What follows belongs to an exercise in optimizing a design on an open flow for small area and a short achievable clock period; a production flow would make more cautious choices.
In this exercise RTL edits were held to simulation tests only and were not proved equivalent to the original.
Power figures rest on the tool's default switching activity, not on a simulated workload.

## flow/design.v (module list and top-level ports; edited modules follow where they fit)
// module mk_mac: 962 lines
module mk_mac(CLK,
	      RST_N,
	      put_inp_A_a,
	      EN_put_inp_A,
	      RDY_put_inp_A,
	      put_inp_B_b,
	      EN_put_inp_B,
	      RDY_put_inp_B,
	      put_inp_C_c,
	      EN_put_inp_C,
	      RDY_put_inp_C,
	      put_inp_sel_sel,
	      EN_put_inp_sel,
	      RDY_put_inp_sel,
	      get_mac_op,
	      RDY_get_mac_op);
  // ...
==> flow/flow/run.sh <==
#!/bin/bash
# Standard synthesis, then the standard layout steps with faster port
# buffers and a tighter timing-repair target.
set -e
bash standard.sh synth > synth.log 2>&1
bash standard.sh "BUFFER_PORTS_ARGS=-buffer_cell sky130_fd_sc_hd__buf_2" SETUP_SLACK_MARGIN=6.1 finish > layout.log 2>&1
==> flow/standard.sh <==
#!/bin/bash
# synth_recipe.tcl (not shown) runs the flow's synth.tcl, then flattens the netlist and writes it again
# the make line also repeats each setting of config.mk as NAME=value (left out here)
make -C /OpenROAD-flow-scripts/flow DESIGN_CONFIG=/design/flow/config.mk WORK_HOME=/design/flow/orfs CLKGATE_MAP_FILE= SYNTH_SCRIPT=/design/flow/synth_recipe.tcl "${@:-finish}"
==> flow/config.mk <==
export PLATFORM = sky130hd
export DESIGN_NAME = mk_mac
export DESIGN_NICKNAME = mk_mac
export VERILOG_FILES = /design/flow/design.v
export SDC_FILE = /design/flow/constraint.sdc
export NUM_CORES = 8
export LEC_CHECK = 0
export ABC_AREA = 0
export CAP_MARGIN = 20
export CORE_MARGIN = 2
export CORE_UTILIZATION = 65
export CTS_CLUSTER_DIAMETER = 100
export CTS_CLUSTER_SIZE = 30
export PLACE_DENSITY = 0.75
export SLEW_MARGIN = 20
==> flow/constraint.sdc <==
create_clock -name core_clock -period 9.0 [get_ports {CLK}]
set_input_delay 1.8000 -clock core_clock [delete_from_list [all_inputs] [get_ports {CLK}]]
set_output_delay 1.8000 -clock core_clock [all_outputs]
set_load 0.01 [all_outputs]
==> key figures, run 1 <==
Placement
  – Post-DP Area: approximately 26000 um2

Final layout
  – Final Instance Area: 27300 um2
  – Non-clk bufs: 162
  – Clock-cell share: 2.61%
  – Non-clk invs: 148
  – # clk buffers: 40
  – Non-Filler Instances: 2822
  – Register area: 14000 um2

Power and ir drop
  – Sw frac: 34.3%
  – Sequential share of power: around half

STA
  – Count of final hold-check violations: 0
  – Min Tclk post-route: 3.02 ns
  – Hold WS: ~0.33 ns
  – Max Slew Vio Count: 0

Die
  – Core Rows: between 70 and 80
  – N_taps: 511

Logic synthesis
  – Ys Warns: 1
  – Post-synthesis simple-gate area fraction: a little under an eighth
  – Combinational family with the most area after synthesis: simple AND/OR/NAND/NOR gates
  – Synth unique cells: between 70 and 80
  – Async set-or-reset flop fraction in the synthesized netlist: 0%
  – Synth Instances: 2173
  – Adder-Cell Fraction of Synth Area: 9.66%
  – FF+latch count, synth: 650

Route
  – ANT nets after route: 0
  – Vias per cell: 5.45

Outcome
  – Status: no timing/DRC/antenna violations

Worst hold path
  – Hold EP: t1_e[0]

CTS
  – Resize count post-CTS: 33

Setup path
  – Crit-path max cell delay: ~0.54 ns
  – Most used cell, CP: or3_4
  – CP arrival: 3.37 ns

Global route
  – Largest net degree at the start of global routing: 54
  – GRT Total Usage: 25.5%
==> run 2, diff against run 1 <==
--- a/flow/design.v
+++ b/flow/design.v
@@ -332,86 +332,92 @@
   reg [31:0] t1_c;
   always @(posedge CLK) begin
     t1_s <= t0_s;
     t1_e <= t0_e;
     t1_p <= t0_sum[15:0];
     t1_q <= t0_sum[17:16];
     t1_c <= t0_c;
   end
-  wire co_p1 = t1_c[17] & t1_c[16];
-  wire co_p2 = t1_c[19] & t1_c[18];
-  wire co_p3 = t1_c[21] & t1_c[20];
-  wire co_p4 = t1_c[23] & t1_c[22];
-  wire co_p5 = t1_c[25] & t1_c[24];
-  wire co_p6 = t1_c[27] & t1_c[26];
-  wire co_p7 = t1_c[29] & t1_c[28];
-  wire co_p8 = t1_c[31] & t1_c[30];
-  wire co_p9 = t1_c[18] & co_p1;
+  reg [15:0] i8_lo, i8_ch;
+  reg [1:0]  i8_q;
+  always @(posedge CLK)
+    if (!vld[1]) begin
+      i8_lo <= t1_p;
+      i8_ch <= t1_c[31:16];
+      i8_q  <= t1_q;
+    end
+  wire co_p1 = i8_ch[1] & i8_ch[0];
+  wire co_p2 = i8_ch[3] & i8_ch[2];
+  wire co_p3 = i8_ch[5] & i8_ch[4];
+  wire co_p4 = i8_ch[7] & i8_ch[6];
+  wire co_p5 = i8_ch[9] & i8_ch[8];
+  wire co_p6 = i8_ch[11] & i8_ch[10];
+  wire co_p7 = i8_ch[13] & i8_ch[12];
+  wire co_p8 = i8_ch[15] & i8_ch[14];
+  wire co_p9 = i8_ch[2] & co_p1;
   wire co_p10 = co_p2 & co_p1;
-  wire co_p11 = t1_c[22] & co_p3;
+  wire co_p11 = i8_ch[6] & co_p3;
   wire co_p12 = co_p4 & co_p3;
-  wire co_p13 = t1_c[26] & co_p5;
+  wire co_p13 = i8_ch[10] & co_p5;
   wire co_p14 = co_p6 & co_p5;
-  wire co_p15 = t1_c[30] & co_p7;
+  wire co_p15 = i8_ch[14] & co_p7;
   wire co_p16 = co_p8 & co_p7;
-  wire co_p17 = t1_c[20] & co_p10;
+  wire co_p17 = i8_ch[4] & co_p10;
   wire co_p18 = co_p3 & co_p10;
   wire co_p19 = co_p11 & co_p10;
   wire co_p20 = co_p12 & co_p10;
-  wire co_p21 = t1_c[28] & co_p14;
+  wire co_p21 = i8_ch[12] & co_p14;
   wire co_p22 = co_p7 & co_p14;
   wire co_p23 = co_p15 & co_p14;
   wire co_p24 = co_p16 & co_p14;
-  wire co_p25 = t1_c[24] & co_p20;
+  wire co_p25 = i8_ch[8] & co_p20;
   wire co_p26 = co_p5 & co_p20;
   wire co_p27 = co_p13 & co_p20;
   wire co_p28 = co_p14 & co_p20;
   wire co_p29 = co_p21 & co_p20;
   wire co_p30 = co_p22 & co_p20;
   wire co_p31 = co_p23 & co_p20;
   wire co_p32 = co_p24 & co_p20;
-  wire cz_p1 = ~t1_c[17] & ~t1_c[16];
-  wire cz_p2 = ~t1_c[19] & ~t1_c[18];
-  wire cz_p3 = ~t1_c[21] & ~t1_c[20];
-  wire cz_p4 = ~t1_c[23] & ~t1_c[22];
-  wire cz_p5 = ~t1_c[25] & ~t1_c[24];
-  wire cz_p6 = ~t1_c[27] & ~t1_c[26];
-  wire cz_p7 = ~t1_c[29] & ~t1_c[28];
-  wire cz_p8 = ~t1_c[31] & ~t1_c[30];
-  wire cz_p9 = ~t1_c[18] & cz_p1;
+  wire cz_p1 = ~i8_ch[1] & ~i8_ch[0];
+  wire cz_p2 = ~i8_ch[3] & ~i8_ch[2];
+  wire cz_p3 = ~i8_ch[5] & ~i8_ch[4];
+  wire cz_p4 = ~i8_ch[7] & ~i8_ch[6];
+  wire cz_p5 = ~i8_ch[9] & ~i8_ch[8];
+  wire cz_p6 = ~i8_ch[11] & ~i8_ch[10];
+  wire cz_p7 = ~i8_ch[13] & ~i8_ch[12];
+  wire cz_p8 = ~i8_ch[15] & ~i8_ch[14];
+  wire cz_p9 = ~i8_ch[2] & cz_p1;
   wire cz_p10 = cz_p2 & cz_p1;
-  wire cz_p11 = ~t1_c[22] & cz_p3;
+  wire cz_p11 = ~i8_ch[6] & cz_p3;
   wire cz_p12 = cz_p4 & cz_p3;
-  wire cz_p13 = ~t1_c[26] & cz_p5;
+  wire cz_p13 = ~i8_ch[10] & cz_p5;
   wire cz_p14 = cz_p6 & cz_p5;
-  wire cz_p15 = ~t1_c[30] & cz_p7;
+  wire cz_p15 = ~i8_ch[14] & cz_p7;
   wire cz_p16 = cz_p8 & cz_p7;
-  wire cz_p17 = ~t1_c[20] & cz_p10;
+  wire cz_p17 = ~i8_ch[4] & cz_p10;
   wire cz_p18 = cz_p3 & cz_p10;
   wire cz_p19 = cz_p11 & cz_p10;
   wire cz_p20 = cz_p12 & cz_p10;
-  wire cz_p21 = ~t1_c[28] & cz_p14;
+  wire cz_p21 = ~i8_ch[12] & cz_p14;
   wire cz_p22 = cz_p7 & cz_p14;
   wire cz_p23 = cz_p15 & cz_p14;
   wire cz_p24 = cz_p16 & cz_p14;
-  wire cz_p25 = ~t1_c[24] & cz_p20;
+  wire cz_p25 = ~i8_ch[8] & cz_p20;
   wire cz_p26 = cz_p5 & cz_p20;
   wire cz_p27 = cz_p13 & cz_p20;
   wire cz_p28 = cz_p14 & cz_p20;
   wire cz_p29 = cz_p21 & cz_p20;
   wire cz_p30 = cz_p22 & cz_p20;
   wire cz_p31 = cz_p23 & cz_p20;
   wire cz_p32 = cz_p24 & cz_p20;
-  wire [15:0] c_o = {co_p31, co_p30, co_p29, co_p28, co_p27, co_p26, co_p25, co_p20, co_p19, co_p18, co_p17, co_p10, co_p9, co_p1, t1_c[16], 1'b1};
-  wire [15:0] c_z = {cz_p31, cz_p30, cz_p29, cz_p28, cz_p27, cz_p26, cz_p25, cz_p20, cz_p19, cz_p18, cz_p17, cz_p10, cz_p9, cz_p1, ~t1_c[16], 1'b1};
-  wire [15:0] c_fl = ({16{t1_q[1]}} & c_o) | ({16{~t1_q[1] & ~t1_q[0]}} & c_z);
-  reg [31:0] i8_res;
-  always @(posedge CLK)
-    if (!vld[1]) i8_res <= {t1_c[31:16] ^ c_fl, t1_p};
+  wire [15:0] c_o = {co_p31, co_p30, co_p29, co_p28, co_p27, co_p26, co_p25, co_p20, co_p19, co_p18, co_p17, co_p10, co_p9, co_p1, i8_ch[0], 1'b1};
+  wire [15:0] c_z = {cz_p31, cz_p30, cz_p29, cz_p28, cz_p27, cz_p26, cz_p25, cz_p20, cz_p19, cz_p18, cz_p17, cz_p10, cz_p9, cz_p1, ~i8_ch[0], 1'b1};
+  wire [15:0] c_fl = ({16{i8_q[1]}} & c_o) | ({16{~i8_q[1] & ~i8_q[0]}} & c_z);
+  wire [31:0] i8_res = {i8_ch ^ c_fl, i8_lo};
   wire [7:0] m1 = t1_p[15] ? t1_p[15:8] : t1_p[14:7];
   wire g1 = t1_p[15] ? t1_p[8] : t1_p[7];
   wire r1 = t1_p[15] ? t1_p[7] : t1_p[6];
   wire st1 = t1_p[15] ? (t1_p[6:0] != 7'd0) : (t1_p[5:0] != 6'd0);
   wire rnd1 = r1 & (g1 | st1);
   wire [8:0] m9 = {1'b0, m1} + {8'd0, rnd1};
   wire [7:0] e1p1 = t1_e + 8'd1;
   wire [7:0] e1p2 = t1_e + 8'd2;
==> flow/flow/run.sh (replaced) <==
#!/bin/bash
# Standard synthesis, then the standard layout steps with faster port
# buffers and a tighter timing-repair target.
set -e
bash standard.sh synth > synth.log 2>&1
bash standard.sh "BUFFER_PORTS_ARGS=-buffer_cell sky130_fd_sc_hd__buf_2" SETUP_SLACK_MARGIN=6 finish > layout.log 2>&1
==> run 2 against run 1 <==
Routed wire length down 1.1%. Clock power up 4%. Synthesized area up 1.1%. Final cell count is 1.3% lower.
==> key figures, run 2 <==
Setup path
  – Slowest CP cell: edfxtp_1 (was or4_4)
  – Largest delay share family, worst path: adder cells (was simple AND/OR/NAND/NOR gates)
  – Worst-path cell chain: and2_1 > fa_1 > fa_1 > inv_1 > fa_1 > inv_1 > fa_1 (was or4_4 > nor3_4 > nor3b_4 > nand2_2 > or3_4 > or3_4 > or3_4 > mux2i_1 > xor2_1)
  – Worst EP required: 9.54 ns (was 9.35 ns)
  – Crit path launch type: flop (unchanged)
  – Crit-path max cell delay: 0.55 ns (was 0.54 ns)
  – CP bufs+invs: 2 (was 0)
  – Worst-path maximum fanout: 8 (was 6)
  – Levels on crit path: 7 (was 9)
  – Worst Setup End Kind: flop (unchanged)
  – CP arrival: 3.46 ns (was 3.37 ns)
  – Most used cell, CP: fa_1 (was or3_4)
  – Reg2Reg Depth: 7 (was 9)
  – Kind of critical path: flop to flop (unchanged)

Die
  – Die width: 201 um (was 200 um)
  – Die Span Y: 201 um (was 200 um)
  – Core area: 38400 um2 (was 37700 um2)
  – Core Rows: 72 (was 71)
  – IO Count: 108 (unchanged)
  – Initial Util: 65.5% (was 66.0%)
  – Die area: 40300 um2 (was 39800 um2)

Global route
  – Initial antenna violation count: 3 (was 0)
  – Largest net degree at the start of global routing: 55 (was 54)
  – GRT Total Usage: 24.5% (was 25.5%)
  – Congestion Overflow GR: 0 (unchanged)
  – First-pass GRT wire length: 77900 um (was 78300 um)
  – Vias in the first global route: 15000 (was 15200)

Final layout
  – Layout Nets: 2480 (was 2522)
  – Most frequent cells in the layout: dfxtp_1, inv_1, nand2_1 (was dfxtp_1, inv_1, nor2_1)
  – # fillers: 2839 (was 2623)
  – Share of post-route cells with drive strength above 1: 11.9% (was 14.2%)
  – Commonest non-fill, non-tap cell in the layout: dfxtp_1 (unchanged)
  – Non-Filler Instances: 2785 (was 2822)
  – P&R area growth vs syn: 7.46% (was 9.75%)
  – Fin util: 70.4% (was 72.5%)
  – Register area: 14000 um2 (about the same)
  – Multi-input logic area: 10400 um2 (was 10300 um2)
  – # diodes: 0 (was 1)

Logic synthesis
  – Async set-or-reset flop fraction in the synthesized netlist: 0% (unchanged)
  – Area leader, netlist: dfxtp_1 (unchanged)
  – Synth unique cells: 69 (was 72)
  – Ys Warns: 1 (unchanged)
  – FF+latch count, synth: 652 (was 650)
  – Synth Cell Area: 25200 um2 (was 24900 um2)
  – Sequential element share of the synthesized area: 55.8% (was 56.2%)
  – Synth top area share: 44.1% (was 44.6%)
  – Avg Cell Area, Syn: 11.6 um2 (was 11.4 um2)
  – Synth Instances: 2173 (unchanged)
  – Area contributors post-synth: dfxtp_1, edfxtp_1, fa_1 (unchanged)
  – Post-synth EDFFs: 98 (was 96)
  – Count leader, synth: dfxtp_1 (unchanged)
  – Top post-synthesis cells by count: dfxtp_1, inv_1, nand2_1 (was dfxtp_1, inv_1, nor2_1)
  – Synth Flop Type: dfxtp_1 (unchanged)

CTS
  – Hold buffers post-CTS: 0 (unchanged)
  – Clock Sinks: 652 (was 650)
  – CTS tree: done (unchanged)
  – Max clock buf depth: 3 (unchanged)
  – Total CTS buffers: 26 (was 25)
  – Clock root buffer: clkbuf_16 (unchanged)
  – Worst-path clk slew: 0.11 ns (about the same)
  – H-tree depth: 1 (unchanged)
  – Clock latency on the worst-skew pair: 0.59 ns (was 0.60 ns)

Worst hold path
  – Hold Path Depth: 0 (unchanged)
  – Worst Hold Class: flop to flop (unchanged)

STA
  – PnR worst setup slack: 6.07 ns (was 5.98 ns)
  – Min Tclk post-route: 2.93 ns (was 3.02 ns)
  – Slew HR: 38.1% (was 39.4%)
  – Hold WS: 0.315 ns (was 0.328 ns)
  – Count of final hold-check violations: 0 (unchanged)
  – RSZ-0062 raised after global routing: false (was true)
  – Clk_skew: 0.0306 ns (was 0.0276 ns)
  – Final period util: 32.5% (was 33.5%)
  – Final setup vio count: 0 (unchanged)
  – FMAX: 342 MHz (was 332 MHz)
  – Slew @ Worst Pin: 0.927 ns (was 0.908 ns)
  – Setup TNS: 0 ns (unchanged)
  – Max Slew Vio Count: 0 (unchanged)

Placement
  – Routability cong.: 0.937 (was 0.917)
  – Dpl cells: 2736 (was 2728)
  – Count of buffers from port buffering: 102 (unchanged)
  – DP HPWL: 38300 um (was 37000 um)
  – Dpl ws: 5.56 ns (was 5.50 ns)

Power and ir drop
  – PwrDens: 305 nW/um2 (was 302 nW/um2)
  – Peak VDD IR: 198 uV (was 185 uV)
  – Leak: 11.5 nW (was 11.7 nW)

Outcome
  – Status: no timing/DRC/antenna violations (unchanged)

Route
  – DRT Wirelength: 49700 um (was 50300 um)
  – Initial DRC count: 870 (was 696)
  – Routed WL per cell: 17.8 um (about the same)
  – Residual DRC: 0 (unchanged)
  – ANT nets after route: 0 (unchanged)
  – DR pass1 iterations: 5 (unchanged)
  – Vias per cell: 5.44 (was 5.45)
  – Via count: 15200 (was 15400)

Run
  – MaxCap Viol Count: 0 (unchanged)
## run 2: cell count changes in the layout (fill, tap and decap cells not counted), sizes merged, moves of 9 or more
cell	previous run	this run
a211oi	31	17
nor2	132	118
nand3	23	32
buf	160	118
o21ai	68	78
mux2	55	69
nor3	46	36
## run 2: power by group
group          internal [mW]  switching, mW  leakage (nW)
combinational           1.26           1.46          5.52
sequential              3.61          0.498          5.59
clock                  0.582          0.839         0.373
## run 2: layout make-up
cell class                 count  share of cell area, %
inverter                     142                   1.99
timing repair buffer         118                   2.45
sequential                   652                   51.9
multi-input combinational   1313                   38.3
tap                          518                   2.40
clock buffer                  37                   2.56
clock inverter                 5                  0.324
## run 2: worst paths after layout
| check | start | end | slack (ns) |
|---|---|---|---|
| setup / recovery | rg_A[5] | t0_r1[9] | 6.07 |
| hold / removal | t0_e[3] | t1_e[3] | 0.31 |
| hold reg to reg | t0_e[3] | t1_e[3] | 0.31 |
| setup reg to reg | rg_A[5] | t0_r1[9] | 6.07 |
## run 2: cell families (layout without fill, tap and decap cells)
family,Yosys count,after routing,share of synthesized area (%)
other,1,5,0.0149
muxes,159,159,7.62
and+or+nand+nor,553,553,11.2
AOI/OAI and AO/OA,299,299,7.56
adders and majority gates,156,156,9.55
buffers and inverters,212,302,3.31
DFF,652,652,55.8
xor gates and xnor gates,141,141,4.91
## run 2: stage by stage
step	instance area (um2)	total power [mW]
final	27000	8.25
after detailed placement	26100	6.84
after CTS	26900	8.25
after floorplan	25200	6.07
after global routing	27000	8.77
after global placement	26100	6.77
## run 2: timing repair
action / in CTS / in global routing
pin swaps: 0 / 1
cloned: 0 / 0
buffers inserted: 0 / 6
resized for setup: 3 / 12
setup endpoints to repair: 36 / 56
## run 2: layer usage
metal,part of all wire [%],vias up,GRT usage [%]
li1,-,7542,-
met1,44,7213,31.7
met2,49,323,43.3
met3,3.6,83,2.63
met4,3.3,0,7.59
met5,0,-,0
==> run 3, diff against run 2 <==
--- a/flow/config.mk
+++ b/flow/config.mk
@@ -7,3 +7,3 @@
 export LEC_CHECK = 0
-export ABC_AREA = 0
+export ABC_AREA = 1
 export CAP_MARGIN = 20
==> run 3 against run 2 <==
Still clean on timing, DRC and antenna. Final cell count is 27% higher. First-iteration DRC count is 82% higher. Non-clock buffer count stayed put. Via count is 24% higher. Sequential cell count stayed put. Critical path type is now flop to primary output.
==> key figures, run 3 <==
Logic synthesis
  – Synth Instances: 2956 (was 2173)
  – Mux contribution to synthesized area: 0.305% (was 7.62%)
  – Synth top area share: 42.2% (was 44.1%)
  – Area leader, netlist: dfxtp_1 (unchanged)
  – Synth unique cells: 58 (was 69)
  – Avg Cell Area, Syn: 8.90 um2 (was 11.6 um2)
  – Post-synth EDFFs: 98 (unchanged)
  – Combinational family with the most area after synthesis: simple AND/OR/NAND/NOR gates (unchanged)
  – Count leader, synth: nand2_1 (was dfxtp_1)
  – Synth Area in Compound Gates: 5.63% (was 7.56%)
  – Synth Cell Area: 26300 um2 (was 25200 um2)
  – Area contributors post-synth: dfxtp_1, edfxtp_1, nand2_1 (was dfxtp_1, edfxtp_1, fa_1)
  – Adder-Cell Fraction of Synth Area: 9.14% (was 9.55%)
  – Async set-or-reset flop fraction in the synthesized netlist: 0% (unchanged)
  – Ys Warns: 1 (unchanged)
  – Post-synthesis simple-gate area fraction: 21.6% (was 11.2%)
  – Top post-synthesis cells by count: nand2_1, dfxtp_1, inv_1 (was dfxtp_1, inv_1, nand2_1)
  – Synth Flop Type: dfxtp_1 (unchanged)
  – FF+latch count, synth: 652 (unchanged)
  – Sequential element share of the synthesized area: 53.4% (was 55.8%)
  – Synth Area in XOR/XNOR: 2.53% (was 4.91%)

Power and ir drop
  – PwrDens: 300 nW/um2 (was 305 nW/um2)
  – Leak: 13.6 nW (was 11.5 nW)
  – Peak VDD IR: 220 uV (was 198 uV)

STA
  – Clk_skew: 0.0145 ns (was 0.0306 ns)
  – Min Tclk post-route: 2.95 ns (was 2.93 ns)
  – Final setup vio count: 0 (unchanged)
  – Max Slew Vio Count: 0 (unchanged)
  – Count of final hold-check violations: 0 (unchanged)
  – Setup TNS: 0 ns (unchanged)
  – FMAX: 339 MHz (was 342 MHz)
  – Final period util: 32.8% (was 32.5%)
  – RSZ-0062 raised after global routing: true (was false)
  – Slew HR: 27.7% (was 38.1%)
  – Slew @ Worst Pin: 1.08 ns (was 0.927 ns)
  – Hold WS: 0.332 ns (was 0.315 ns)

Die
  – Initial Util: 66.0% (was 65.5%)
  – Core Rows: 73 (was 72)
  – Core area: 39800 um2 (was 38400 um2)
  – Die area: 42100 um2 (was 40300 um2)
  – Die width: 205 um (was 201 um)
  – Die Span Y: 205 um (was 201 um)
  – IO Count: 108 (unchanged)

CTS
  – Hold buffers post-CTS: 0 (unchanged)
  – Max clock buf depth: 3 (unchanged)
  – Clock Sinks: 652 (unchanged)
  – H-tree depth: 1 (unchanged)
  – CTS tree: done (unchanged)
  – Worst-path clk slew: 0.11 ns (about the same)
  – Clock root buffer: clkbuf_16 (unchanged)
  – Clock latency on the worst-skew pair: 0.60 ns (was 0.59 ns)
  – Total CTS buffers: 25 (was 26)

Final layout
  – Commonest non-fill, non-tap cell in the layout: nand2_1 (was dfxtp_1)
  – Most frequent cells in the layout: nand2_1, dfxtp_1, inv_1 (was dfxtp_1, inv_1, nand2_1)
  – Layout Nets: 3238 (was 2480)
  – P&R area growth vs syn: 5.84% (was 7.46%)
  – Share of post-route cells with drive strength above 1: 6.94% (was 11.9%)

Route
  – Met1 WL: 25200 um (was 21900 um)
  – DR pass1 iterations: 6 (was 5)
  – Detail Route met2 WL: 28500 um (was 24400 um)
  – Vias per cell: 5.31 (was 5.44)
  – Via count: 18800 (was 15200)
  – Initial DRC count: 1580 (was 870)
  – ANT nets after route: 0 (unchanged)
  – DRT Wirelength: 57400 um (was 49700 um)
  – Routed WL per cell: 16.2 um (was 17.8 um)
  – Met3 Wirelength: 2160 um (was 1780 um)
  – Max layer used: met5 (was met4)
  – Residual DRC: 0 (unchanged)

Setup path
  – Kind of critical path: flop to primary output (was flop to flop)
  – Worst EP required: 7.20 ns (was 9.54 ns)
  – Reg2Reg Setup Slack: 6.06 ns (was 6.07 ns)
  – Crit path launch type: flop (unchanged)
  – Reg2Reg Depth: 9 (was 7)
  – Worst r2r dst: t0_r1[7] (was t0_r1[9])
  – Worst Setup End Kind: primary output (was flop)
  – Crit-path max cell delay: 0.40 ns (was 0.55 ns)
  – Worst-path maximum fanout: 1 (was 8)
  – Levels on crit path: 1 (was 7)
  – CP arrival: 1.15 ns (was 3.46 ns)
  – Worst-path cell chain: buf_2 (was and2_1 > fa_1 > fa_1 > inv_1 > fa_1 > inv_1 > fa_1)
  – CP bufs+invs: 1 (was 2)
  – Slowest CP cell: dfxtp_1 (was edfxtp_1)
  – Origin of the critical flop-to-flop path: rg_B[5] (was rg_A[5])
  – Largest delay share family, worst path: flip-flops (was adder cells)

Global route
  – Congestion Overflow GR: 0 (unchanged)
  – First-pass GRT wire length: 91600 um (was 77900 um)
  – Largest net degree at the start of global routing: 52 (was 55)
  – Initial antenna violation count: 1 (was 3)
  – GRT Total Usage: 27.6% (was 24.5%)
  – Vias in the first global route: 18100 (was 15000)

Worst hold path
  – Worst Hold Class: flop to flop (unchanged)
  – Hold Path Depth: 0 (unchanged)
  – Hold_sp: t5_e[6] (was t0_e[3])
  – Hold EP: t6_e[6] (was t1_e[3])

Placement
  – Routability cong.: 0.934 (was 0.937)
  – Count of buffers from port buffering: 102 (unchanged)
  – DP HPWL: 44100 um (was 38300 um)

Run
  – MaxCap Viol Count: 0 (unchanged)

Outcome
  – Status: no timing/DRC/antenna violations (unchanged)
[run 3: cell type report]
class	count	area, um2
Tap cell	525	657
Timing Repair Buffer	118	644
Fill cell	3132	12000
Multi-Input combinational cell	1832	10300
Clock buffer	38	684
Clock inverter	2	28.8
Antenna cell	1	2.50
Inverter	382	1440
Sequential cell	652	14000
[run 3: cells by family after synthesis]
logic type	count (synthesis)
flip-flops	652
XOR/XNOR	76
other	1
buffers and inverters	476
adder cells (fa/ha/maj)	156
multiplexers	8
AO/OA/AOI/OAI	259
AND/OR/NAND/NOR	1328
[run 3: metal layers]
| layer | track usage (%) | vias to the layer above |
|---|---|---|
| met5 | 0 | - |
| met4 | 7.43 | 2 |
| met3 | 2.43 | 97 |
| met2 | 48.9 | 481 |
| met1 | 36.4 | 8790 |
| li1 | - | 9467 |
[run 3: power breakdown]
part	internal, mW	switching [mW]	leakage, nW
Combinational	1.03	1.88	7.67
Clock	0.538	0.829	0.343
Sequential	3.60	0.471	5.59
[run 3: what timing repair did]
action / CTS / global route
setup endpoints to repair: 3 / 11
hold endpoints to repair: 0 / 0
gates resized for setup: 1 / 8
setup buffers: 0 / 11
pin swaps: 0 / 1
gates cloned: 0 / 0
[run 3: how the worst max path moves through the flow]
stage / startpoint / endpoint / slack [ns]
after floorplan: md_i8 / t0_r1[7] / 6.05
after global placement: md_i8 / t0_r1[7] / 5.94
after detailed placement: md_i8 / t0_r1[7] / 5.90
after CTS: rg_out[13] / get_mac_op[13] / 6.01
after global routing: rg_B[5] / t0_r1[7] / 5.93
final: rg_out[13] / get_mac_op[13] / 6.05
[run 3: metrics by stage]
step	setup slack [ns]	power, mW	utilization, %	cell area [um2]	instances
after global placement	5.94	6.88	67.8	27000	3498
after detailed placement	5.90	6.99	67.8	27000	3498
after floorplan	6.05	6.16	-	26300	2960
after CTS	6.01	8.34	69.6	27700	3538
after global routing	5.93	8.95	69.9	27800	3549
final	6.05	8.35	69.9	27800	3550
==> run 4, diff against run 3 <==
==> flow/flow/run.sh (replaced) <==
#!/bin/bash
# Standard synthesis, then the standard layout steps with faster port
# buffers and a tighter timing-repair target.
set -e
bash standard.sh synth > synth.log 2>&1
bash standard.sh "BUFFER_PORTS_ARGS=-buffer_cell sky130_fd_sc_hd__buf_2" SETUP_SLACK_MARGIN=6.1 finish > layout.log 2>&1
--- a/flow/config.mk
+++ b/flow/config.mk
@@ -7,3 +7,3 @@
 export LEC_CHECK = 0
-export ABC_AREA = 1
+export ABC_AREA = 0
 export CAP_MARGIN = 20
==> run 4 against run 3 <==
Hold slack worse by 0.0043 ns. Synthesized area down 4.4%. Combinational power down 3%. Via count down 18%. Sequential share of layout area up 1.1 points. Final cell count down 21%. Fmax up 2.2%. Highest routed layer is now met4.
==> key figures, run 4 <==
Outcome
  – Status: no timing/DRC/antenna violations (unchanged)

Route
  – ANT nets after route: 0 (unchanged)
  – Initial DRC count: 844 (was 1580)
  – DR pass1 iterations: 7 (was 6)
  – Routed WL per cell: 18.5 um (was 16.2 um)
  – Via count: 15500 (was 18800)
  – Vias per cell: 5.51 (was 5.31)
  – DRT Wirelength: 51800 um (was 57400 um)
  – Residual DRC: 0 (unchanged)

Die
  – Core area: 38400 um2 (was 39800 um2)
  – Initial Util: 65.5% (was 66.0%)
  – Die area: 40300 um2 (was 42100 um2)
  – Core Rows: 72 (was 73)
  – Die Span Y: 201 um (was 205 um)
  – Die width: 201 um (was 205 um)
  – IO Count: 108 (unchanged)

Logic synthesis
  – Top post-synthesis cells by count: dfxtp_1, inv_1, nand2_1 (was nand2_1, dfxtp_1, inv_1)
  – Synth unique cells: 69 (was 58)
  – Post-synth EDFFs: 98 (unchanged)
  – Async set-or-reset flop fraction in the synthesized netlist: 0% (unchanged)
  – Synth Flop Type: dfxtp_1 (unchanged)
  – Synth Instances: 2173 (was 2956)
  – Avg Cell Area, Syn: 11.6 um2 (was 8.90 um2)
  – Adder-Cell Fraction of Synth Area: 9.55% (was 9.14%)
  – Combinational family with the most area after synthesis: simple AND/OR/NAND/NOR gates (unchanged)
  – Sequential element share of the synthesized area: 55.8% (was 53.4%)
  – Synth Area in XOR/XNOR: 4.91% (was 2.53%)
  – FF+latch count, synth: 652 (unchanged)
  – Synth top area share: 44.1% (was 42.2%)
  – Synth Area in Compound Gates: 7.56% (was 5.63%)
  – Area contributors post-synth: dfxtp_1, edfxtp_1, fa_1 (was dfxtp_1, edfxtp_1, nand2_1)
  – Count leader, synth: dfxtp_1 (was nand2_1)
  – Ys Warns: 1 (unchanged)
  – Synth Cell Area: 25200 um2 (was 26300 um2)
  – Area leader, netlist: dfxtp_1 (unchanged)
  – Post-synthesis simple-gate area fraction: 11.2% (was 21.6%)
  – Mux contribution to synthesized area: 7.62% (was 0.305%)

Setup path
  – Largest delay share family, worst path: adder cells (was flip-flops)
  – Slowest CP cell: fa_2 (was dfxtp_1)
  – Worst-path cell chain: buf_4 > and2_1 > fa_2 > inv_2 > fa_2 > fa_1 > inv_1 > fa_1 (was buf_2)
  – Crit-path max cell delay: 0.55 ns (was 0.40 ns)
  – Worst Setup End Kind: flop (was primary output)
  – Worst-path maximum fanout: 5 (was 1)
  – Crit path launch type: flop (unchanged)
  – CP bufs+invs: 3 (was 1)
  – CP arrival: 3.37 ns (was 1.15 ns)
  – Kind of critical path: flop to flop (was flop to primary output)
  – Worst EP required: 9.48 ns (was 7.20 ns)

CTS
  – H-tree depth: 1 (unchanged)
  – Clock latency on the worst-skew pair: 0.59 ns (was 0.60 ns)
  – Worst-path clk slew: 0.11 ns (about the same)
  – Clock Sinks: 652 (unchanged)
  – Clock root buffer: clkbuf_16 (unchanged)
  – CTS tree: done (unchanged)
  – Total CTS buffers: 26 (was 25)
  – Max clock buf depth: 3 (unchanged)
  – Hold buffers post-CTS: 0 (unchanged)

STA
  – Slew @ Worst Pin: 0.838 ns (was 1.08 ns)
  – Clk_skew: 0.0176 ns (was 0.0145 ns)
  – FMAX: 346 MHz (was 339 MHz)
  – Final period util: 32.1% (was 32.8%)
  – RSZ-0062 raised after global routing: true (unchanged)
  – Slew HR: 44.1% (was 27.7%)
  – Min Tclk post-route: 2.89 ns (was 2.95 ns)
  – Setup TNS: 0 ns (unchanged)
  – PnR worst setup slack: 6.11 ns (was 6.05 ns)
  – Final setup vio count: 0 (unchanged)
  – Count of final hold-check violations: 0 (unchanged)
  – Max Slew Vio Count: 0 (unchanged)

Global route
  – Initial antenna violation count: 0 (was 1)
  – First-pass GRT wire length: 80800 um (was 91600 um)
  – GRT Total Usage: 25.5% (was 27.6%)
  – Vias in the first global route: 15200 (was 18100)
  – Largest net degree at the start of global routing: 51 (was 52)
  – Congestion Overflow GR: 0 (unchanged)

Final layout
  – Commonest non-fill, non-tap cell in the layout: dfxtp_1 (was nand2_1)
  – Most frequent cells in the layout: dfxtp_1, inv_1, nand2_1 (was nand2_1, dfxtp_1, inv_1)
  – # diodes: 0 (was 1)
  – Share of post-route cells with drive strength above 1: 13.9% (was 6.94%)
  – P&R area growth vs syn: 8.47% (was 5.84%)
  – Layout Nets: 2502 (was 3238)

Power and ir drop
  – Leak: 11.6 nW (was 13.6 nW)
  – Peak VDD IR: 210 uV (was 220 uV)
  – PwrDens: 306 nW/um2 (was 300 nW/um2)
  – Pwr Total: 8.34 mW (was 8.35 mW)

Placement
  – Routability cong.: 0.909 (was 0.934)
  – Count of buffers from port buffering: 102 (unchanged)
  – Dpl ws: 5.51 ns (was 5.90 ns)
  – DP HPWL: 39400 um (was 44100 um)

Worst hold path
  – Worst Hold Class: flop to flop (unchanged)

Run
  – MaxCap Viol Count: 0 (unchanged)
[run 4: cell types whose count changed in the layout (fill, tap and decap cells not counted), moves of 23 or more]
cell and change:
nand2_1 -629, inv_1 -232, nand3_1 -222, and2_1 +85, nor2_1 -81, mux2_2 +69
mux2i_1 +63, xnor2_1 +62, nor2b_1 +36, nand2b_1 +25, buf_4 +23
[run 4: final cells by class]
type	instances	area, um2
Multi-Input combinational cell	1313	10400
Clock buffer	38	696
Timing Repair Buffer	140	853
Inverter	142	537
Tap cell	518	648
Clock inverter	4	65.1
Fill cell	2807	11100
Sequential cell	652	14100
[run 4: power by group]
part	internal, mW	switching [mW]
sequential	3.61	0.494
clock	0.557	0.852
combinational	1.29	1.54
total	5.46	2.88
[run 4: worst paths after layout]
kind                               from  cells past startpoint        to  slack, ns
worst max-delay path            rg_A[1]                      8  t0_r1[8]       6.11
worst min-delay path            t0_e[6]                      0   t1_e[6]       0.33
worst max register to register  rg_A[1]                      8  t0_r1[8]       6.11
worst min register to register  t0_e[6]                      0   t1_e[6]       0.33
[run 4: cells by family after synthesis]
family                     after synthesis
AOI/OAI and AO/OA                      299
xor gates and xnor gates               141
adders and majority gates              156
buffers and inverters                  212
DFF                                    652
muxes                                  159
other                                    1
and+or+nand+nor                        553
[run 4: per-stage QoR]
stage          hold slack, ns  instance area (um2)  util (%)  instances
2_1_floorplan           0.310                25200         -       2177
3_3_place_gp            0.310                26100      68.1       2736
3_5_place_dp            0.312                26100      68.1       2737
4_1_cts                 0.323                27000      70.4       2789
5_1_grt                 0.336                27300      71.1       2807
6_report                0.328                27300      71.1       2807
[run 4: timing repair]
action / CTS / global route
buffers inserted: 10 / 18
gates resized for setup: 16 / 32
endpoints found under the hold margin: 0 / 0
setup endpoints to repair: 64 / 70
pin swaps: 0 / 13
[run 4: routing by layer]
layer	GRT usage (%)	share of wire [%]	up-vias
li1	-	-	7599
met3	2.53	3.7	86
met1	33.8	44	7416
met2	44.8	49	359
met5	0	0	-
met4	7.43	3.1	0
==> run 5, diff against run 4 <==
--- a/flow/config.mk
+++ b/flow/config.mk
@@ -8,3 +8,3 @@
 export ABC_AREA = 0
-export CAP_MARGIN = 20
+export CAP_MARGIN = 5
 export CORE_MARGIN = 2
@@ -14,2 +14,2 @@
 export PLACE_DENSITY = 0.75
-export SLEW_MARGIN = 20
+export SLEW_MARGIN = 5
==> run 5 against run 4 <==
Still clean on timing, DRC and antenna. Hold slack worse by 0.012 ns. Core utilization down 0.12 points. Routed wire length shrank 0.37%. Sequential share of layout area rose by 0.081 points. Combinational power hardly changed. Sequential cell count is the same. Non-clock buffer count is 3 lower. Total power up 0.14%. Cell area shrank 0.16%. Clock-buffer cell count did not move. Sequential power is essentially flat. Critical path type is now flop to primary output. Largest power group unchanged. Highest routed layer unchanged.
==> key figures, run 5 <==
Outcome
  – Status: no timing/DRC/antenna violations (unchanged)

Power and ir drop
  – PwrDens: 307 nW/um2 (was 306 nW/um2)
  – Comb pwr share: 33.7% (was 33.9%)
  – Clock network fraction of design power: 17.1% (was 16.9%)
  – Sw frac: 34.5% (was 34.6%)
  – Leak: 11.6 nW (about the same)
  – Sequential share of power: 49.2% (about the same)
  – Cell-internal power: 5.47 mW (was 5.46 mW)
  – Peak VDD IR: 196 uV (was 210 uV)
  – Pwr Total: 8.35 mW (was 8.34 mW)
  – Net switching power: 2.88 mW (about the same)

Final layout
  – P&R area growth vs syn: 8.29% (was 8.47%)
  – # diodes: 0 (unchanged)
  – Fin util: 71.0% (was 71.1%)
  – Non-Filler Instances: 2805 (was 2807)
  – Most frequent cells in the layout: dfxtp_1, inv_1, nand2_1 (unchanged)
  – Commonest non-fill, non-tap cell in the layout: dfxtp_1 (unchanged)
  – Share of post-route cells with drive strength above 1: 13.6% (was 13.9%)
  – Layout Nets: 2499 (was 2502)
  – Final Instance Area: 27200 um2 (was 27300 um2)

Global route
  – Vias in the first global route: 15200 (about the same)
  – Initial antenna violation count: 0 (unchanged)
  – Largest net degree at the start of global routing: 51 (unchanged)
  – Congestion Overflow GR: 0 (unchanged)
  – First-pass GRT wire length: 80400 um (was 80800 um)
  – GRT Total Usage: 25.3% (was 25.5%)

Die
  – Core Rows: 72 (unchanged)
  – Die area: 40300 um2 (unchanged)
  – Die Span Y: 201 um (unchanged)
  – Initial Util: 65.5% (unchanged)
  – IO Count: 108 (unchanged)
  – Core area: 38400 um2 (unchanged)
  – Die width: 201 um (unchanged)

Placement
  – Routability cong.: 0.909 (unchanged)
  – Dpl cells: 2736 (was 2737)
  – DP HPWL: 39200 um (was 39400 um)
  – Dpl ws: 5.49 ns (was 5.51 ns)
  – Post-DP Area: 26100 um2 (about the same)
  – Count of buffers from port buffering: 102 (unchanged)

CTS
  – H-tree depth: 1 (unchanged)
  – Clock Sinks: 652 (unchanged)
  – Max clock buf depth: 3 (unchanged)
  – Total CTS buffers: 26 (unchanged)
  – Worst-path clk slew: 0.11 ns (about the same)
  – Clock root buffer: clkbuf_16 (unchanged)
  – Clock latency on the worst-skew pair: 0.59 ns (about the same)
  – CTS tree: done (unchanged)
  – Hold buffers post-CTS: 0 (unchanged)

Setup path
  – Worst Setup EP: get_mac_op[4] (was t0_r1[8])
  – Worst Setup End Kind: primary output (was flop)
  – Levels on crit path: 1 (was 8)
  – Crit. Startpoint: rg_out[4] (was rg_A[1])
  – Slowest CP cell: dfxtp_2 (was fa_2)
  – Origin of the critical flop-to-flop path: rg_B[3] (was rg_A[1])
  – CP arrival: 1.05 ns (was 3.37 ns)
  – CP bufs+invs: 1 (was 3)
  – Crit path launch type: flop (unchanged)
  – Worst-path maximum fanout: 1 (was 5)
  – Reg2Reg Setup Slack: 6.16 ns (was 6.11 ns)
  – Worst EP required: 7.20 ns (was 9.48 ns)
  – Largest delay share family, worst path: flip-flops (was adder cells)
  – Crit-path max cell delay: 0.34 ns (was 0.55 ns)
  – Reg2Reg Depth: 7 (was 8)
  – Worst-path cell chain: buf_2 (was buf_4 > and2_1 > fa_2 > inv_2 > fa_2 > fa_1 > inv_1 > fa_1)
  – Worst r2r dst: t0_r1[8] (unchanged)
  – Kind of critical path: flop to primary output (was flop to flop)

Route
  – Initial DRC count: 929 (was 844)
  – DR pass1 iterations: 5 (was 7)
  – ANT nets after route: 0 (unchanged)
  – Via count: 15400 (was 15500)
  – Vias per cell: 5.49 (was 5.51)
  – DRT Wirelength: 51700 um (was 51800 um)
  – Residual DRC: 0 (unchanged)
  – Routed WL per cell: 18.4 um (was 18.5 um)

STA
  – Slew @ Worst Pin: 1.27 ns (was 0.838 ns)
  – Clk_skew: 0.0205 ns (was 0.0176 ns)
  – Final period util: 31.7% (was 32.1%)
  – Final setup vio count: 0 (unchanged)
  – Slew HR: 15.1% (was 44.1%)
  – Hold WS: 0.316 ns (was 0.328 ns)
  – Max Slew Vio Count: 0 (unchanged)
  – FMAX: 350 MHz (was 346 MHz)
  – Setup TNS: 0 ns (unchanged)
  – RSZ-0062 raised after global routing: false (was true)
  – PnR worst setup slack: 6.15 ns (was 6.11 ns)
  – Count of final hold-check violations: 0 (unchanged)
  – Min Tclk post-route: 2.85 ns (was 2.89 ns)

Logic synthesis
  – Ys Warns: 1 (unchanged)
  – Synth unique cells: 69 (unchanged)
  – Post-synth EDFFs: 98 (unchanged)
  – Synth Instances: 2173 (unchanged)
  – Area leader, netlist: dfxtp_1 (unchanged)
  – Count leader, synth: dfxtp_1 (unchanged)
  – Synth top area share: 44.1% (unchanged)
  – Async set-or-reset flop fraction in the synthesized netlist: 0% (unchanged)
  – Sequential element share of the synthesized area: 55.8% (unchanged)
  – Area contributors post-synth: dfxtp_1, edfxtp_1, fa_1 (unchanged)
  – Avg Cell Area, Syn: 11.6 um2 (unchanged)
  – Top post-synthesis cells by count: dfxtp_1, inv_1, nand2_1 (unchanged)
  – FF+latch count, synth: 652 (unchanged)
  – Synth Flop Type: dfxtp_1 (unchanged)
  – Synth Cell Area: 25200 um2 (unchanged)

Worst hold path
  – Worst Hold Class: flop to flop (unchanged)

Run
  – MaxCap Viol Count: 0 (unchanged)
[run 5: how the worst min path moves through the flow]
stage | slack (ns) | end | from | cells past startpoint
3_3_place_gp | 0.31 | t9[18] | t8[18] | 0
4_1_cts | 0.32 | t1_e[5] | t0_e[5] | 0
5_1_grt | 0.33 | t1_e[7] | t0_e[7] | 0
3_5_place_dp | 0.31 | t10[9] | t9[9] | 0
2_1_floorplan | 0.31 | t10[0] | t9[0] | 0
6_report | 0.32 | t1_e[5] | t0_e[5] | 0
[run 5: metal layers]
layer  vias up  global-route usage (%)  share of wire [%]
met3        82                    2.55                3.3
li1       7592                       -                  -
met2       321                    44.5                 50
met4         0                    7.28                3.0
met1      7418                    33.3                 44
met5         -                       0                  0
[run 5: power groups by stage]
stage | sequential [mW] | combinational [mW] | clock, mW
after floorplan | 3.94 | 2.13 | 0
after global placement | 4.15 | 2.65 | 0
after detailed placement | 4.16 | 2.73 | 0
after CTS | 4.10 | 2.77 | 1.46
after global routing | 4.17 | 3.13 | 1.56
final | 4.11 | 2.81 | 1.43
[run 5: cell families after synthesis]
kind of cell               Yosys count  synth area share [%]
DFF                                652                  55.8
and+or+nand+nor                    553                  11.2
AOI/OAI and AO/OA                  299                  7.56
buffers and inverters              212                  3.31
muxes                              159                  7.62
adders and majority gates          156                  9.55
xor gates and xnor gates           141                  4.91
other                                1                0.0149
[run 5: what timing repair did]
item / in CTS / in global routing
pin swaps: 0 / 14
setup endpoints to repair: 71 / 59
resized for setup: 14 / 30
setup buffers: 11 / 15
[run 5: cell type report]
type | instances | area [um2]
Timing Repair Buffer | 137 | 811
Multi-Input combinational cell | 1313 | 10400
Clock inverter | 5 | 85.1
Clock buffer | 38 | 696
Inverter | 142 | 534
Sequential cell | 652 | 14100
Fill cell | 2783 | 11100
Tap cell | 518 | 648
==> run 6, diff against run 5 <==
==> flow/flow/run.sh (replaced) <==
#!/bin/bash
# Standard synthesis, then the standard layout steps with faster port
# buffers and a tighter timing-repair target.
set -e
bash standard.sh synth > synth.log 2>&1
bash standard.sh "BUFFER_PORTS_ARGS=-buffer_cell sky130_fd_sc_hd__buf_2" SETUP_SLACK_MARGIN=6.2 finish > layout.log 2>&1
--- a/flow/config.mk
+++ b/flow/config.mk
@@ -15 +15,2 @@
 export SLEW_MARGIN = 5
+export TNS_END_PERCENT = 5
==> run 6 against run 5 <==
Still clean on timing, DRC and antenna. Final cell count fell by 0.53%. Fmax fell by 2.0%. Hold slack improved by 0.0070 ns. Die area did not move.
==> key figures, run 6 <==
Outcome
  – Status: no timing/DRC/antenna violations (unchanged)

Run
  – MaxCap Viol Count: 0 (unchanged)

Route
  – Via count: 15100 (was 15400)
  – Initial DRC count: 814 (was 929)
  – DRT Wirelength: 50100 um (was 51700 um)
  – ANT nets after route: 0 (unchanged)
  – Residual DRC: 0 (unchanged)
  – Routed WL per cell: 17.9 um (was 18.4 um)
  – DR pass1 iterations: 5 (unchanged)
  – Vias per cell: 5.40 (was 5.49)

Logic synthesis
  – Area contributors post-synth: dfxtp_1, edfxtp_1, fa_1 (unchanged)
  – Synth unique cells: 69 (unchanged)
  – Adder-Cell Fraction of Synth Area: 9.55% (unchanged)
  – Avg Cell Area, Syn: 11.6 um2 (unchanged)
  – Synth Cell Area: 25200 um2 (unchanged)
  – Synth Area in Compound Gates: 7.56% (unchanged)
  – Sequential element share of the synthesized area: 55.8% (unchanged)
  – Post-synthesis simple-gate area fraction: 11.2% (unchanged)
  – Synth Flop Type: dfxtp_1 (unchanged)
  – Mux contribution to synthesized area: 7.62% (unchanged)
  – Area leader, netlist: dfxtp_1 (unchanged)
  – Synth Area in XOR/XNOR: 4.91% (unchanged)
  – Synth top area share: 44.1% (unchanged)
  – FF+latch count, synth: 652 (unchanged)
  – Ys Warns: 1 (unchanged)
  – Async set-or-reset flop fraction in the synthesized netlist: 0% (unchanged)
  – Post-synth EDFFs: 98 (unchanged)
  – Count leader, synth: dfxtp_1 (unchanged)
  – Top post-synthesis cells by count: dfxtp_1, inv_1, nand2_1 (unchanged)
  – Synth Instances: 2173 (unchanged)
  – Combinational family with the most area after synthesis: simple AND/OR/NAND/NOR gates (unchanged)

Final layout
  – # fillers: 2851 (was 2783)
  – Layout Nets: 2485 (was 2499)
  – Final Instance Area: 27000 um2 (was 27200 um2)
  – Register area: 14000 um2 (was 14100 um2)
  – # diodes: 0 (unchanged)
  – P&R area growth vs syn: 7.43% (was 8.29%)
  – Commonest non-fill, non-tap cell in the layout: dfxtp_1 (unchanged)
  – Most frequent cells in the layout: dfxtp_1, inv_1, nand2_1 (unchanged)
  – Multi-input logic area: 10400 um2 (about the same)
  – Share of post-route cells with drive strength above 1: 12.3% (was 13.6%)

Placement
  – Count of buffers from port buffering: 102 (unchanged)
  – Post-DP Area: 26100 um2 (about the same)
  – Routability cong.: 0.944 (was 0.909)
  – DP HPWL: 38600 um (was 39200 um)

Global route
  – Largest net degree at the start of global routing: 51 (unchanged)
  – Vias in the first global route: 15000 (was 15200)
  – First-pass GRT wire length: 80100 um (was 80400 um)
  – GRT Total Usage: 25.1% (was 25.3%)
  – Congestion Overflow GR: 0 (unchanged)
  – Initial antenna violation count: 0 (unchanged)

Die
  – IO Count: 108 (unchanged)
  – Core Rows: 72 (unchanged)
  – Core area: 38400 um2 (unchanged)
  – Initial Util: 65.5% (unchanged)
  – Die area: 40300 um2 (unchanged)
  – Die width: 201 um (unchanged)
  – Die Span Y: 201 um (unchanged)

STA
  – Count of final hold-check violations: 0 (unchanged)
  – FMAX: 343 MHz (was 350 MHz)
  – Slew HR: 20.6% (was 15.1%)
  – Clk_skew: 0.0274 ns (was 0.0205 ns)
  – Final setup vio count: 0 (unchanged)
  – Slew @ Worst Pin: 1.19 ns (was 1.27 ns)
  – RSZ-0062 raised after global routing: true (was false)
  – Final period util: 32.4% (was 31.7%)
  – Max Slew Vio Count: 0 (unchanged)
  – Setup TNS: 0 ns (unchanged)
  – Min Tclk post-route: 2.91 ns (was 2.85 ns)

CTS
  – Hold buffers post-CTS: 0 (unchanged)
  – Clock root buffer: clkbuf_16 (unchanged)
  – Worst-path clk slew: 0.11 ns (about the same)
  – Max clock buf depth: 3 (unchanged)
  – CTS tree: done (unchanged)
  – Clock latency on the worst-skew pair: 0.60 ns (was 0.59 ns)
  – Clock Sinks: 652 (unchanged)
  – Total CTS buffers: 26 (unchanged)
  – H-tree depth: 1 (unchanged)

Power and ir drop
  – Leak: 11.5 nW (was 11.6 nW)
  – Peak VDD IR: 181 uV (was 196 uV)
  – PwrDens: 305 nW/um2 (was 307 nW/um2)

Setup path
  – CP arrival: 3.45 ns (was 1.05 ns)
  – Crit path launch type: flop (unchanged)
  – Kind of critical path: flop to flop (was flop to primary output)
  – Worst Setup End Kind: flop (was primary output)
  – Worst EP required: 9.54 ns (was 7.20 ns)
  – Worst-path maximum fanout: 8 (was 1)

Worst hold path
  – Worst Hold Class: flop to flop (unchanged)
## run 6: final timing paths
path                                  to  slack, ns  cells past startpoint     from
worst max register to register  t0_r1[9]       6.09                      7  rg_B[3]
worst min-delay path             t1_e[2]       0.32                      0  t0_e[2]
worst max-delay path            t0_r1[9]       6.09                      7  rg_B[3]
worst min register to register   t1_e[2]       0.32                      0  t0_e[2]
## run 6: critical path: stages, from the launching register on
cell      delay, ns
edfxtp_1       0.54
and2_1         0.22
fa_1           0.42
fa_1           0.56
inv_1          0.06
fa_1           0.49
inv_1          0.05
fa_1           0.52
## run 6: cell type report
| class | count | area share (%) |
|---|---|---|
| sequential | 652 | 52.0 |
| inverter | 142 | 1.98 |
| multi-input combinational | 1313 | 38.4 |
| timing repair buffer | 123 | 2.49 |
| clock inverter | 5 | 0.232 |
| tap | 518 | 2.40 |
| clock buffer | 37 | 2.56 |
## run 6: cells by family after synthesis
group,count (synthesis)
AO/OA/AOI/OAI,299
XOR/XNOR,141
adder cells (fa/ha/maj),156
buffers and inverters,212
flip-flops,652
multiplexers,159
other,1
AND/OR/NAND/NOR,553
## run 6: what timing repair did
action,4_1_cts,5_1_grt
resized for setup,8,7
setup endpoints to repair,109,103
buffers inserted,6,4
cloned,0,0
pin swaps,0,1
## run 6: power by group
group          leakage, nW  total, mW  internal [mW]  switching, mW
Combinational         5.54       2.76           1.26           1.50
Sequential            5.59       4.09           3.61          0.479
Clock                0.363       1.40          0.555          0.840
## run 6: per-stage QoR
stage | worst slack [ns] | utilization (%) | instances | power (mW) | hold WS, ns
finish | 6.09 | 70.4 | 2790 | 8.25 | 0.323
CTS | 6.08 | 70.3 | 2786 | 8.25 | 0.326
global route | 5.99 | 70.4 | 2790 | 8.79 | 0.338
global placement | 5.56 | 68.1 | 2738 | 6.79 | 0.310
detailed placement | 5.47 | 68.1 | 2738 | 6.86 | 0.312
floorplan | 6.12 | - | 2177 | 6.07 | 0.310
## run 6: routing by layer
layer,vias up,global-route usage (%),part of all wire (%)
li1,7562,-,-
met1,7161,33.7,45
met2,279,43.4,49
met3,73,2.63,3.2
met4,0,7.38,2.7
met5,-,0,0
==> run 7, diff against run 6 <==
--- a/flow/config.mk
+++ b/flow/config.mk
@@ -8,3 +8,3 @@
 export ABC_AREA = 0
-export CAP_MARGIN = 5
+export CAP_MARGIN = 20
 export CORE_MARGIN = 2
@@ -14,3 +14,3 @@
 export PLACE_DENSITY = 0.75
-export SLEW_MARGIN = 5
+export SLEW_MARGIN = 20
 export TNS_END_PERCENT = 5
==> run 7 against run 6 <==
Clock-buffer cell count did not move. Setup slack improved by 0.016 ns. First-iteration DRC count rose by 0.74%. Cell area rose by 0.14%. Clock skew barely moved. Register-to-register slack improved by 0.02 ns. Combinational power barely moved. Sequential cell count did not move. Final cell count barely moved. Critical path type unchanged. Highest routed layer unchanged.
==> key figures, run 7 <==
Route
  – Via count: 15100 (about the same)
  – Vias per cell: 5.41 (was 5.40)
  – DRT Wirelength: 50200 um (was 50100 um)
  – Routed WL per cell: 18.0 um (was 17.9 um)
  – Initial DRC count: 820 (was 814)
  – Residual DRC: 0 (unchanged)
  – DR pass1 iterations: 5 (unchanged)
  – ANT nets after route: 0 (unchanged)

STA
  – Min Tclk post-route: 2.90 ns (was 2.91 ns)
  – Final setup vio count: 0 (unchanged)
  – Setup TNS: 0 ns (unchanged)
  – Final period util: 32.2% (was 32.4%)
  – Hold WS: 0.323 ns (about the same)
  – Clk_skew: 0.0277 ns (was 0.0274 ns)
  – PnR worst setup slack: 6.10 ns (was 6.09 ns)
  – Count of final hold-check violations: 0 (unchanged)
  – Slew HR: 45.8% (was 20.6%)
  – FMAX: 345 MHz (was 343 MHz)
  – Max Slew Vio Count: 0 (unchanged)
  – RSZ-0062 raised after global routing: true (unchanged)
  – Slew @ Worst Pin: 0.813 ns (was 1.19 ns)

CTS
  – Max clock buf depth: 3 (unchanged)
  – Total CTS buffers: 26 (unchanged)
  – Clock Sinks: 652 (unchanged)
  – CTS tree: done (unchanged)
  – Worst-path clk slew: 0.11 ns (about the same)
  – Clock latency on the worst-skew pair: 0.60 ns (about the same)
  – H-tree depth: 1 (unchanged)
  – Clock root buffer: clkbuf_16 (unchanged)

Final layout
  – P&R area growth vs syn: 7.58% (was 7.43%)
  – Layout Nets: 2487 (was 2485)
  – Final Instance Area: 27100 um2 (was 27000 um2)
  – # diodes: 0 (unchanged)
  – # fillers: 2844 (was 2851)
  – Fin util: 70.5% (was 70.4%)
  – Commonest non-fill, non-tap cell in the layout: dfxtp_1 (unchanged)
  – Register area: 14000 um2 (unchanged)
  – Multi-input logic area: 10400 um2 (about the same)
  – Share of post-route cells with drive strength above 1: 12.4% (was 12.3%)
  – Most frequent cells in the layout: dfxtp_1, inv_1, nand2_1 (unchanged)

Setup path
  – Kind of critical path: flop to flop (unchanged)
  – Crit path launch type: flop (unchanged)
  – Worst Setup End Kind: flop (unchanged)
  – Worst-path maximum fanout: 8 (unchanged)
  – Worst EP required: 9.54 ns (about the same)
  – Reg2Reg Setup Slack: 6.10 ns (was 6.09 ns)
  – CP arrival: 3.44 ns (was 3.45 ns)

Logic synthesis
  – Sequential element share of the synthesized area: 55.8% (unchanged)
  – Combinational family with the most area after synthesis: simple AND/OR/NAND/NOR gates (unchanged)
  – Adder-Cell Fraction of Synth Area: 9.55% (unchanged)
  – Synth Area in Compound Gates: 7.56% (unchanged)
  – Area leader, netlist: dfxtp_1 (unchanged)
  – Synth top area share: 44.1% (unchanged)
  – Synth Instances: 2173 (unchanged)
  – FF+latch count, synth: 652 (unchanged)
  – Post-synth EDFFs: 98 (unchanged)
  – Avg Cell Area, Syn: 11.6 um2 (unchanged)
  – Synth Area in XOR/XNOR: 4.91% (unchanged)
  – Ys Warns: 1 (unchanged)
  – Synth unique cells: 69 (unchanged)
  – Top post-synthesis cells by count: dfxtp_1, inv_1, nand2_1 (unchanged)
  – Synth Cell Area: 25200 um2 (unchanged)
  – Async set-or-reset flop fraction in the synthesized netlist: 0% (unchanged)
  – Count leader, synth: dfxtp_1 (unchanged)
  – Area contributors post-synth: dfxtp_1, edfxtp_1, fa_1 (unchanged)
  – Mux contribution to synthesized area: 7.62% (unchanged)
  – Synth Flop Type: dfxtp_1 (unchanged)
  – Post-synthesis simple-gate area fraction: 11.2% (unchanged)

Global route
  – GRT Total Usage: 25.1% (unchanged)
  – Largest net degree at the start of global routing: 51 (unchanged)
  – First-pass GRT wire length: 80100 um (unchanged)
  – Congestion Overflow GR: 0 (unchanged)
  – Initial antenna violation count: 0 (unchanged)
  – Vias in the first global route: 15000 (unchanged)

Die
  – Die area: 40300 um2 (unchanged)
  – Die Span Y: 201 um (unchanged)
  – Die width: 201 um (unchanged)
  – Core area: 38400 um2 (unchanged)
  – Initial Util: 65.5% (unchanged)
  – IO Count: 108 (unchanged)
  – Core Rows: 72 (unchanged)

Placement
  – Post-DP Area: 26100 um2 (unchanged)
  – DP HPWL: 38600 um (unchanged)
  – Routability cong.: 0.944 (unchanged)
  – Dpl ws: 5.47 ns (unchanged)
  – Count of buffers from port buffering: 102 (unchanged)

Power and ir drop
  – Leak: 11.5 nW (about the same)
  – PwrDens: 305 nW/um2 (about the same)
  – Peak VDD IR: 181 uV (about the same)

Worst hold path
  – Worst Hold Class: flop to flop (unchanged)

Run
  – MaxCap Viol Count: 0 (unchanged)

Outcome
  – Status: no timing/DRC/antenna violations (unchanged)
-- run 7: cell count changes in the layout (fill, tap and decap cells not counted) --
| cell | before | now |
|---|---|---|
| buf_4 | 20 | 21 |
| and2_1 | 94 | 93 |
| buf_16 | 0 | 1 |
| a21boi_1 | 0 | 1 |
| a21boi_0 | 10 | 9 |
| and2_4 | 2 | 3 |
-- run 7: cell families (layout without fill, tap and decap cells) --
logic type      Yosys count  count (layout)
compound gates          299             299
fa+ha+maj               156             156
flops                   652             652
simple gates            553             553
mux                     159             159
other cells               1               5
buf+inv                 212             309
xor+xnor                141             141
-- run 7: worst max-delay path: stages (launching register included) --
cell and delay [ns]:
edfxtp_1 0.54, and2_1 0.23, fa_1 0.39, fa_1 0.56, inv_1 0.06, fa_1 0.49, inv_1 0.05, fa_1 0.52
-- run 7: final timing paths --
check | end | from | depth (start not counted)
worst max register to register | t0_r1[9] | rg_A[4] | 7
worst max-delay path | t0_r1[9] | rg_A[4] | 7
worst min-delay path | t1_e[2] | t0_e[2] | 0
worst min register to register | t1_e[2] | t0_e[2] | 0
-- run 7: repair_timing --
| action | CTS | global route |
|---|---|---|
| endpoints found under the hold margin | 0 | 0 |
| setup endpoints to repair | 109 | 99 |
| hold buffers | 0 | 0 |
| buffers inserted | 6 | 5 |
| resized for setup | 8 | 9 |
| pin swaps | 0 | 1 |
-- run 7: through the flow --
stage | total power [mW] | std cells
2_1_floorplan | 6.07 | 2177
5_1_grt | 8.80 | 2792
6_report | 8.26 | 2792
3_3_place_gp | 6.79 | 2738
4_1_cts | 8.25 | 2786
3_5_place_dp | 6.86 | 2738
-- run 7: cell type report --
cell class                 count  share of cell area (%)
tap                          518                    2.40
timing repair buffer         125                    2.61
clock buffer                  37                    2.56
multi-input combinational   1313                    38.3
sequential                   652                    51.9
clock inverter                 5                   0.231
inverter                     142                    1.97
-- run 7: layer usage --
layer / vias up / part of all wire [%] / track usage [%]
met1: 7183 / 45 / 33.7
met5: - / 0 / 0
met2: 291 / 49 / 43.4
li1: 7567 / - / -
met3: 77 / 3.4 / 2.63
met4: 0 / 2.8 / 7.38
-- run 7: where the power goes --
| group | internal (mW) | switching [mW] | total [mW] |
|---|---|---|---|
| logic | 1.27 | 1.51 | 2.77 |
| clock network | 0.555 | 0.842 | 1.40 |
| registers | 3.61 | 0.479 | 4.09 |
| total | 5.43 | 2.83 | 8.26 |
==> run 8, diff against run 7 <==
==> flow/flow/run.sh (replaced) <==
#!/bin/bash
# Standard synthesis, then the standard layout steps with faster port
# buffers and a tighter timing-repair target.
set -e
bash standard.sh synth > synth.log 2>&1
bash standard.sh "BUFFER_PORTS_ARGS=-buffer_cell sky130_fd_sc_hd__buf_2" SETUP_SLACK_MARGIN=6.3 finish > layout.log 2>&1
--- a/flow/config.mk
+++ b/flow/config.mk
@@ -8,3 +8,3 @@
 export ABC_AREA = 0
-export CAP_MARGIN = 20
+export CAP_MARGIN = 0
 export CORE_MARGIN = 2
@@ -14,3 +14,3 @@
 export PLACE_DENSITY = 0.75
-export SLEW_MARGIN = 20
+export SLEW_MARGIN = 0
 export TNS_END_PERCENT = 5
==> run 8 against run 7 <==
Sequential cell count did not move. Die area did not move. Largest cell class unchanged. Cell area rose by 0.68%. Clock skew barely moved. Largest power group unchanged. Routed wire length rose by 0.37%. Still clean on timing, DRC and antenna. Register-to-register slack improved by 0.09 ns. Clock power barely moved. First-iteration DRC count rose by 4.6%. Setup slack improved by 0.040 ns. Combinational power barely moved. Highest routed layer unchanged. Synthesized cell count did not move. Critical endpoint is now get_mac_op[8].
==> key figures, run 8 <==
STA
  – Final period util: 31.7% (was 32.2%)
  – FMAX: 350 MHz (was 345 MHz)
  – Slew @ Worst Pin: 1.18 ns (was 0.813 ns)
  – Max Slew Vio Count: 0 (unchanged)
  – Count of final hold-check violations: 0 (unchanged)
  – Clk_skew: 0.0272 ns (was 0.0277 ns)
  – RSZ-0062 raised after global routing: true (unchanged)

Die
  – IO Count: 108 (unchanged)
  – Initial Util: 65.5% (unchanged)
  – Core Rows: 72 (unchanged)
  – Die Span Y: 201 um (unchanged)
  – Die width: 201 um (unchanged)

Power and ir drop
  – Comb pwr share: 33.8% (was 33.6%)
  – Net switching power: 2.84 mW (was 2.83 mW)
  – PwrDens: 304 nW/um2 (was 305 nW/um2)
  – Sequential share of power: 49.4% (was 49.5%)
  – Cell-internal power: 5.45 mW (was 5.43 mW)
  – Leak: 11.6 nW (was 11.5 nW)
  – Peak VDD IR: 181 uV (about the same)
  – Sw frac: 34.3% (was 34.2%)

Route
  – Vias per cell: 5.39 (was 5.41)
  – DRT Wirelength: 50300 um (was 50200 um)
  – Initial DRC count: 858 (was 820)
  – Residual DRC: 0 (unchanged)
  – ANT nets after route: 0 (unchanged)
  – DR pass1 iterations: 5 (unchanged)
  – Via count: 15100 (about the same)
  – Routed WL per cell: 17.9 um (was 18.0 um)

Global route
  – GRT Total Usage: 25.1% (unchanged)
  – Congestion Overflow GR: 0 (unchanged)
  – First-pass GRT wire length: 80100 um (unchanged)
  – Vias in the first global route: 15000 (unchanged)

Setup path
  – Reg2Reg Depth: 8 (was 7)
  – Slowest CP cell: dfxtp_2 (was fa_1)
  – Crit path launch type: flop (unchanged)
  – CP arrival: 1.06 ns (was 3.44 ns)
  – CP bufs+invs: 1 (was 2)
  – Largest delay share family, worst path: flip-flops (was adder cells)
  – Worst-path cell chain: buf_6 (was and2_1 > fa_1 > fa_1 > inv_1 > fa_1 > inv_1 > fa_1)
  – Kind of critical path: flop to primary output (was flop to flop)
  – Worst EP required: 7.20 ns (was 9.54 ns)
  – Origin of the critical flop-to-flop path: rg_B[5] (was rg_A[4])
  – Crit. Startpoint: rg_out[8] (was rg_A[4])

Logic synthesis
  – Ys Warns: 1 (unchanged)
  – Synth unique cells: 69 (unchanged)
  – Count leader, synth: dfxtp_1 (unchanged)
  – Synth top area share: 44.1% (unchanged)
  – Area leader, netlist: dfxtp_1 (unchanged)
  – FF+latch count, synth: 652 (unchanged)
  – Synth Flop Type: dfxtp_1 (unchanged)
  – Top post-synthesis cells by count: dfxtp_1, inv_1, nand2_1 (unchanged)

CTS
  – CTS tree: done (unchanged)
  – Clock latency on the worst-skew pair: 0.60 ns (about the same)
  – Worst-path clk slew: 0.11 ns (about the same)
  – Total CTS buffers: 26 (unchanged)
  – Clock root buffer: clkbuf_16 (unchanged)
  – Clock Sinks: 652 (unchanged)
  – Max clock buf depth: 3 (unchanged)

Final layout
  – Multi-input logic area: 10400 um2 (about the same)
  – P&R area growth vs syn: 8.31% (was 7.58%)
  – # fillers: 2806 (was 2844)
  – Share of post-route cells with drive strength above 1: 13.8% (was 12.4%)
  – Final Instance Area: 27200 um2 (was 27100 um2)
  – Register area: 14100 um2 (was 14000 um2)
  – Most frequent cells in the layout: dfxtp_1, inv_1, nand2_1 (unchanged)
  – Layout Nets: 2500 (was 2487)
  – Commonest non-fill, non-tap cell in the layout: dfxtp_1 (unchanged)

Run
  – MaxCap Viol Count: 0 (unchanged)

Outcome
  – Status: no timing/DRC/antenna violations (unchanged)

Worst hold path
  – Worst Hold Class: flop to flop (unchanged)

Placement
  – DP HPWL: 38600 um (unchanged)
[run 8: final timing paths]
check | to | slack, ns
worst max-delay path | get_mac_op[8] | 6.14
worst min-delay path | t1_e[2] | 0.32
worst max register to register | t0_r1[11] | 6.19
worst min register to register | t1_e[2] | 0.32
[run 8: layout make-up]
cell class | instances | share of cell area (%)
Clock buffer | 37 | 2.54
Clock inverter | 5 | 0.230
Inverter | 142 | 1.96
Multi-Input combinational cell | 1313 | 38.2
Sequential cell | 652 | 51.6
Tap cell | 518 | 2.38
Timing Repair Buffer | 138 | 3.05
[run 8: repair_timing]
item | 4_1_cts | 5_1_grt
setup endpoints to repair | 117 | 116
buffers inserted | 6 | 19
resized for setup | 9 | 41
pin swaps | 0 | 6
[run 8: cell families (layout without fill, tap and decap cells)]
kind of cell | count (synthesis) | in the layout | synth area share [%]
and+or+nand+nor | 553 | 553 | 11.2
xor gates and xnor gates | 141 | 141 | 4.91
AOI/OAI and AO/OA | 299 | 299 | 7.56
other | 1 | 5 | 0.0149
adders and majority gates | 156 | 156 | 9.55
muxes | 159 | 159 | 7.62
buffers and inverters | 212 | 322 | 3.31
DFF | 652 | 652 | 55.8
[run 8: power by group through the flow]
stage               logic, mW  registers (mW)  clock network, mW
floorplan                2.13            3.94                  0
global placement         2.66            4.13                  0
detailed placement       2.71            4.15                  0
CTS                      2.74            4.08               1.43
global route             3.13            4.16               1.54
finish                   2.80            4.09               1.40
[run 8: through the flow]
stage               total power, mW  instances  util (%)  setup slack [ns]
global placement               6.79       2738      68.1              5.56
floorplan                      6.07       2177         -              6.12
global route                   8.83       2805      71.0              6.10
finish                         8.29       2805      71.0              6.14
CTS                            8.25       2786      70.3              6.08
detailed placement             6.86       2738      68.1              5.47
[run 8: routing by layer]
layer | share of wire [%] | wire [um] | GRT usage (%) | vias to the layer above
met5 | 0 | 0 | 0 | -
met4 | 2.8 | 1410 | 7.38 | 0
met3 | 3.2 | 1600 | 2.63 | 80
met2 | 49 | 24700 | 43.4 | 277
met1 | 45 | 22700 | 33.7 | 7174
li1 | - | - | - | 7594

Setup slack of run 8, layout unchanged: 6.144 ns with ideal ports, 6.089 ns with driving cells assumed (clock clkbuf_16, inputs buf_2), 6.177 ns with port delays also shifted by the 0.639 ns mid clock arrival.
